This design comes from an exercise in tuning for small area on the open sky130 flow, not from production work.
Only simulation tests tie the RTL to the original design; equivalence was not proved.

== run A ==
## fm_demod
module fm_demod(
    input clk,
    input rstn,
    input en,
    input [2:0] channel,
    input [9:0] X,
    output [9:0] out,
    output [9:0] un_filtered_out,
    output filter_clk,
    output [16:0] snr
);
==> flow/config.mk <==
export PLATFORM = sky130hd
export DESIGN_NAME = fm_demod
export DESIGN_NICKNAME = fm_demod
export VERILOG_FILES = /design/flow/design.v
export SDC_FILE = /design/flow/constraint.sdc
export NUM_CORES = 4
export LEC_CHECK = 0
export CAP_MARGIN = 20
export CORE_MARGIN = 2
export CORE_UTILIZATION = 65
export CTS_BUF_LIST = sky130_fd_sc_hd__clkbuf_8 sky130_fd_sc_hd__clkbuf_16
export CTS_CLUSTER_DIAMETER = 100
export CTS_CLUSTER_SIZE = 30
export GPL_ROUTABILITY_DRIVEN = 0
export GPL_TIMING_DRIVEN = 0
export SLEW_MARGIN = 20
export SYNTH_HIERARCHICAL = 1
==> flow/constraint.sdc <==
create_clock -name core_clock -period 35.0 [get_ports {clk}]
set_input_delay 7.0000 -clock core_clock [delete_from_list [all_inputs] [get_ports {clk}]]
set_output_delay 7.0000 -clock core_clock [all_outputs]
set_load 0.01 [all_outputs]
run.sh (not shown) runs the stock make flow with config.mk's settings and CLKGATE_MAP_FILE= SYNTH_SCRIPT=/design/flow/synth_recipe.tcl, a recipe that flattens the netlist after the stock synthesis.
For run B, these inputs were changed with respect to run A:
diff --git a/flow/config.mk b/flow/config.mk
--- a/flow/config.mk
+++ b/flow/config.mk
@@ -9,3 +9,3 @@
 export CORE_MARGIN = 2
-export CORE_UTILIZATION = 65
+export CORE_UTILIZATION = 55
 export CTS_BUF_LIST = sky130_fd_sc_hd__clkbuf_8 sky130_fd_sc_hd__clkbuf_16
@@ -13,4 +13,2 @@
 export CTS_CLUSTER_SIZE = 30
-export GPL_ROUTABILITY_DRIVEN = 0
-export GPL_TIMING_DRIVEN = 0
 export SLEW_MARGIN = 20
==> notes.md <==
- met3 usage, run A and run B, lower one = run B.
- Higher tap cell count goes to run B over run A.
- | post-placement worst setup slack | run B vs run A | 2.04 ns higher |
- Arrival time of data at the critical path endpoint in run B vs run A: down 0.67 ns
- Relative to run A, clock period minus final worst setup slack has decreased by 0.58 ns in run B.
- Combined buffer and inverter count along the critical path on run B is up relative to run A.
- After detailed routing, run A needs less wire than run B.
- On routed wirelength normalized by instance count, the lower figure sits with run B, not run A.
- Diff run A..run B | maximum count of clock buffers along a single path | unchanged
[inputs] run C vs run B
diff --git a/flow/config.mk b/flow/config.mk
--- a/flow/config.mk
+++ b/flow/config.mk
@@ -9,3 +9,3 @@
 export CORE_MARGIN = 2
-export CORE_UTILIZATION = 55
+export CORE_UTILIZATION = 65
 export CTS_BUF_LIST = sky130_fd_sc_hd__clkbuf_8 sky130_fd_sc_hd__clkbuf_16
==> notes.md <==
Looking at the reports, run C completed the entire flow and the layout it produced met the timing, DRC and antenna checks. Per the comparison of run C with run B, relative area of non-clock buffer cells in the final design shows no meaningful change; count of plain and timing-repair buffers shows a reduction of about 0.9%. Compared with run B, run C shows cell area that has gone down slightly. Compared with run B, run C shows a lower standard-cell row count.


Setup of job 101:
Another version of the RTL of fm_demod (not shown whole).
Size: ~2,600 cells after synthesis, ~54 I/O pins, about 0.036 mm2 of cells after synthesis.
clock: 35.0 ns
lec_check: 0
cap_margin: 20
core_margin: 2
core_utilization: 65
cts_buf_list: sky130_fd_sc_hd__clkbuf_4 sky130_fd_sc_hd__clkbuf_8
slew_margin: 20
synth_hierarchical: 1
Changes in job 102 relative to job 101:
Settings: CTS_BUF_LIST: sky130_fd_sc_hd__clkbuf_4 sky130_fd_sc_hd__clkbuf_8 -> unset; CORE_UTILIZATION: 65 -> 40.
==> comparison <==
- Compared with job 101, job 102 shows a higher maximum number of pins on one net before global-route repair.
- Per the comparison of job 102 with job 101, post-route minimum period decreased 0.26 ns, via count now sits lower, final count of negative-setup-slack endpoints held, first-pass GRT wire length has increased.
- Relative to job 101, data required time at the worst endpoint decreased by 0.04 ns in job 102.
--- input diff job 102..job 103 ---
Settings: setting CTS_CLUSTER_SIZE to 20 for the first time; setting CTS_CLUSTER_DIAMETER to 60 for the first time; changing CORE_UTILIZATION from 40 to 65; setting CTS_BUF_LIST to sky130_fd_sc_hd__clkbuf_4 sky130_fd_sc_hd__clkbuf_8 for the first time.
## What came out
- Job 103: flow completed, timing, DRC and antenna clean
- Diff job 102 -> job 103: final routed wirelength across all metal layers moved down; wire length of the first global-routing pass shrank by 8.4 mm; setup-violating endpoint count in the final report level; die outline area saw a decrease; die height decreased 21%.
- Final standard cell utilization of the core ended up 25 points higher on job 103 than on job 102.
- Job 103 gives less synthesis-to-finish area growth than job 102 did.
- When the final numbers for job 103 and job 102 were put side by side, the die width turned out to be greater in job 102.
## Diff of input files: job 104 against job 103
Settings: swapping sky130_fd_sc_hd__clkbuf_4 sky130_fd_sc_hd__clkbuf_8 for sky130_fd_sc_hd__clkbuf_8 sky130_fd_sc_hd__clkbuf_16 in CTS_BUF_LIST; swapping 20 for 30 in CTS_CLUSTER_SIZE; swapping 60 for 100 in CTS_CLUSTER_DIAMETER.
Findings:
Job 103 has a higher worst hold slack than job 104. Job 104: area growth from synthesis to layout is 0.18 points lower than what job 103 reported. Job 104 vs job 103: clock-buffer cell count down in job 104. Job 104 improves on job 103 in detailed-route wire length. Job 103 has higher number of global-route vias before repair than job 104.


v14:
Another version of the RTL of fm_demod (not shown whole).
For scale: ~2700 cells after synthesis, ~480 flip-flops, ~54 I/O pins, ~36000 µm² of cells after synthesis.
make LEC_CHECK=0 CAP_MARGIN=5 CORE_MARGIN=2 CORE_UTILIZATION=65 CTS_BUF_LIST='sky130_fd_sc_hd__clkbuf_8 sky130_fd_sc_hd__clkbuf_16' CTS_CLUSTER_DIAMETER=100 CTS_CLUSTER_SIZE=30 SLEW_MARGIN=5 SYNTH_HIERARCHICAL=1 finish   # period 35.0 ns
#### Input delta (v37 over v14)
==> flow/flow/run.sh (new file) <==
#!/bin/bash
# Standard layout, with two changes: ports are buffered with the smallest
# buffer, and clock tree synthesis inserts no dummy loads.
set -e
export BUFFER_PORTS_ARGS="-buffer_cell sky130_fd_sc_hd__buf_1"
export CTS_ARGS="-sink_clustering_enable -repair_clock_nets -sink_clustering_size 30 -sink_clustering_max_diameter 100 -buf_list {sky130_fd_sc_hd__clkbuf_8 sky130_fd_sc_hd__clkbuf_16} -dont_use_dummy_load"
bash standard.sh > standard.log 2>&1
==> flow/standard.sh (new file) <==
#!/bin/bash
# synth_recipe.tcl (not shown) runs the flow's synth.tcl, then flattens the netlist and writes it again
# the make line also repeats each setting of config.mk as NAME=value (left out here)
make -C /OpenROAD-flow-scripts/flow DESIGN_CONFIG=/design/flow/config.mk WORK_HOME=/design/flow/orfs CLKGATE_MAP_FILE= SYNTH_SCRIPT=/design/flow/synth_recipe.tcl "${@:-finish}"
removed: flow/run.sh
==> comparison <==
- Actual transition at the worst max-transition pin: v37 vs v14 up 0.17 ns
- Result: PASS for each of v37 and v14
- Delta (v37 minus v14): design area went down; final critical delay including setup and external delays increased by 0.11 ns relative to the old numbers.
Setup changes, v37 to v16
==> flow/flow/run.sh <==
#!/bin/bash
# Standard layout, with two changes: ports are buffered with the smallest
# buffer, and clock tree synthesis inserts no dummy loads.
set -e
export BUFFER_PORTS_ARGS="-buffer_cell sky130_fd_sc_hd__buf_1"
export CTS_ARGS="-sink_clustering_enable -repair_clock_nets -sink_clustering_size 14 -sink_clustering_max_diameter 80 -buf_list {sky130_fd_sc_hd__clkbuf_8} -dont_use_dummy_load"
bash standard.sh > standard.log 2>&1
--- outcome ---
Wire length of the first global-routing pass: v37 vs v16, no meaningful difference. In terms of largest stage delay on the critical path, v37 and v16 differ only marginally. Fmax of v37 is on par with v16. Final period utilization delta (v37 -> v16): insignificant. On final core utilization, v16 and v37 are neck and neck. Diff v16..v37 | sequential share of cell area | negligible. Between v37 and v16, the port buffer count does not differ in any meaningful way. On wire length reported by the detailed router, v16 and v37 are neck and neck. Proportion of layout cells with a drive suffix above 1 in v16 is 0.63 points above v37.
### v16 -> v17
Settings: CAP_MARGIN: 5 -> 20; SLEW_MARGIN: 5 -> 20.
==> flow/flow/run.sh <==
#!/bin/bash
# Standard layout, with two changes: ports are buffered with the smallest
# buffer, and clock tree synthesis inserts no dummy loads.
set -e
export BUFFER_PORTS_ARGS="-buffer_cell sky130_fd_sc_hd__buf_1"
export CTS_ARGS="-sink_clustering_enable -repair_clock_nets -sink_clustering_size 30 -sink_clustering_max_diameter 100 -buf_list {sky130_fd_sc_hd__clkbuf_8 sky130_fd_sc_hd__clkbuf_16} -dont_use_dummy_load"
bash standard.sh > standard.log 2>&1
Results
- Looking at largest driver fanout on the critical path across v17 and v16, the one that comes out higher is v17.
- Changes observed in v17 relative to v16: final cycle utilization of the critical path about even; utilization about even; proportion of cell area occupied by registers about even; slew of the pin with the lowest slew margin fell 0.10 ns.
- As far as area after detailed placement goes, v16 and v17 are indistinguishable; the numbers are identical.
- In v17 relative to v16, number of standard cells in the final layout excluding fillers had gone down slightly.
- Looking at critical path startpoint, the SNR_reader.Dn[16] result is from v17; the SNR_reader.Dn[15] one comes from v16.
- Clock period minus worst slack (v17 over v16): increase, 0.014 ns
- v17: data arrival at the endpoint of the critical path lower than v16
For v7, these inputs were changed with respect to v17:
Settings: changing SLEW_MARGIN from 20 to 5; changing CAP_MARGIN from 20 to 5.
==> flow/flow/run.sh <==
#!/bin/bash
# Standard layout with three changes: ports are buffered with the smallest
# buffer, clock tree synthesis inserts no dummy loads, and after placement the
# resizer sizes down cells on paths with slack to spare (power recovery).
set -e
export BUFFER_PORTS_ARGS="-buffer_cell sky130_fd_sc_hd__buf_1"
export CTS_ARGS="-sink_clustering_enable -repair_clock_nets -sink_clustering_size 30 -sink_clustering_max_diameter 100 -buf_list {sky130_fd_sc_hd__clkbuf_8 sky130_fd_sc_hd__clkbuf_16} -dont_use_dummy_load"
bash standard.sh place > standard_place.log 2>&1
openroad -no_init -exit flow/recover.tcl > recover.log 2>&1
bash standard.sh finish > standard.log 2>&1
==> flow/flow/recover.tcl (new file) <==
set P $::env(FLOW_HOME)/platforms/sky130hd
set R orfs/results/sky130hd/fm_demod/base
read_lef $P/lef/sky130_fd_sc_hd.tlef
read_lef $P/lef/sky130_fd_sc_hd_merged.lef
read_liberty $P/lib/sky130_fd_sc_hd__tt_025C_1v80.lib
read_db $R/3_place.odb
read_sdc $R/3_place.sdc
source $P/setRC.tcl
set_dont_use {sky130_fd_sc_hd__probe_p_8 sky130_fd_sc_hd__probec_p_8 sky130_fd_sc_hd__lpflow_*}
estimate_parasitics -placement
report_design_area
report_worst_slack -max
repair_timing -recover_power 100 -verbose
detailed_placement
check_placement
estimate_parasitics -placement
report_design_area
report_worst_slack -max
write_db $R/3_place.odb
Findings:
On die area, v17 and v7 are basically level.
v7 against v17: layout-stage area growth over the synthesis result rose by 0.30 points; first-pass iteration count of the detailed router fell by 1; total global-route track usage stayed essentially flat.
On sequential share of layout area, v17 and v7 are basically level.

-- separate check: timing with driven ports --
In the flow no input, the clock included, has a driving cell. The finished layouts below were timed again as built, in two steps.
Step 1 assumes that a clkbuf_16 drives the clock port and a buf_2 every other input.
Step 2 times the ports against the registers' clock, not the clock port: input delays grow and output delays shrink by t, the midpoint of the rising clock arrivals with the driver on.
Slacks: ideal / step 1 / step 2; pairs: ideal / step 1.
run | t, ns | slack for setup (ns) | hold slack, ns | worst register clock-pin slew, ns
run A | 0.651 | 1.009 / 1.009 / 1.009 | 0.429 / 0.429 / 0.429 | 0.12 / 0.12
run B | 0.658 | 1.584 / 1.584 / 1.584 | 0.427 / 0.427 / 0.427 | 0.12 / 0.12
run C | 0.647 | 1.299 / 1.299 / 1.299 | 0.423 / 0.423 / 0.423 | 0.12 / 0.12
job 101 | 0.730 | 1.281 / 1.281 / 1.281 | 0.413 / 0.413 / 0.413 | 0.06 / 0.06
job 102 | 0.705 | 1.541 / 1.541 / 1.541 | 0.401 / 0.401 / 0.401 | 0.07 / 0.07
job 103 | 0.705 | 1.233 / 1.233 / 1.233 | 0.425 / 0.425 / 0.425 | 0.12 / 0.12
job 104 | 0.657 | 1.273 / 1.273 / 1.273 | 0.422 / 0.422 / 0.422 | 0.12 / 0.12
v14 | 0.670 | 1.463 / 1.463 / 1.463 | 0.428 / 0.428 / 0.428 | 0.12 / 0.12
v37 | 0.639 | 1.351 / 1.351 / 1.351 | 0.387 / 0.387 / 0.387 | 0.12 / 0.12
v16 | 0.674 | 1.393 / 1.393 / 1.393 | 0.417 / 0.417 / 0.417 | 0.11 / 0.11
v17 | 0.640 | 1.379 / 1.379 / 1.379 | 0.385 / 0.385 / 0.385 | 0.12 / 0.12
v7 | 0.641 | 1.378 / 1.378 / 1.378 | 0.414 / 0.414 / 0.414 | 0.11 / 0.11
After both steps setup and hold are still met in every run listed.
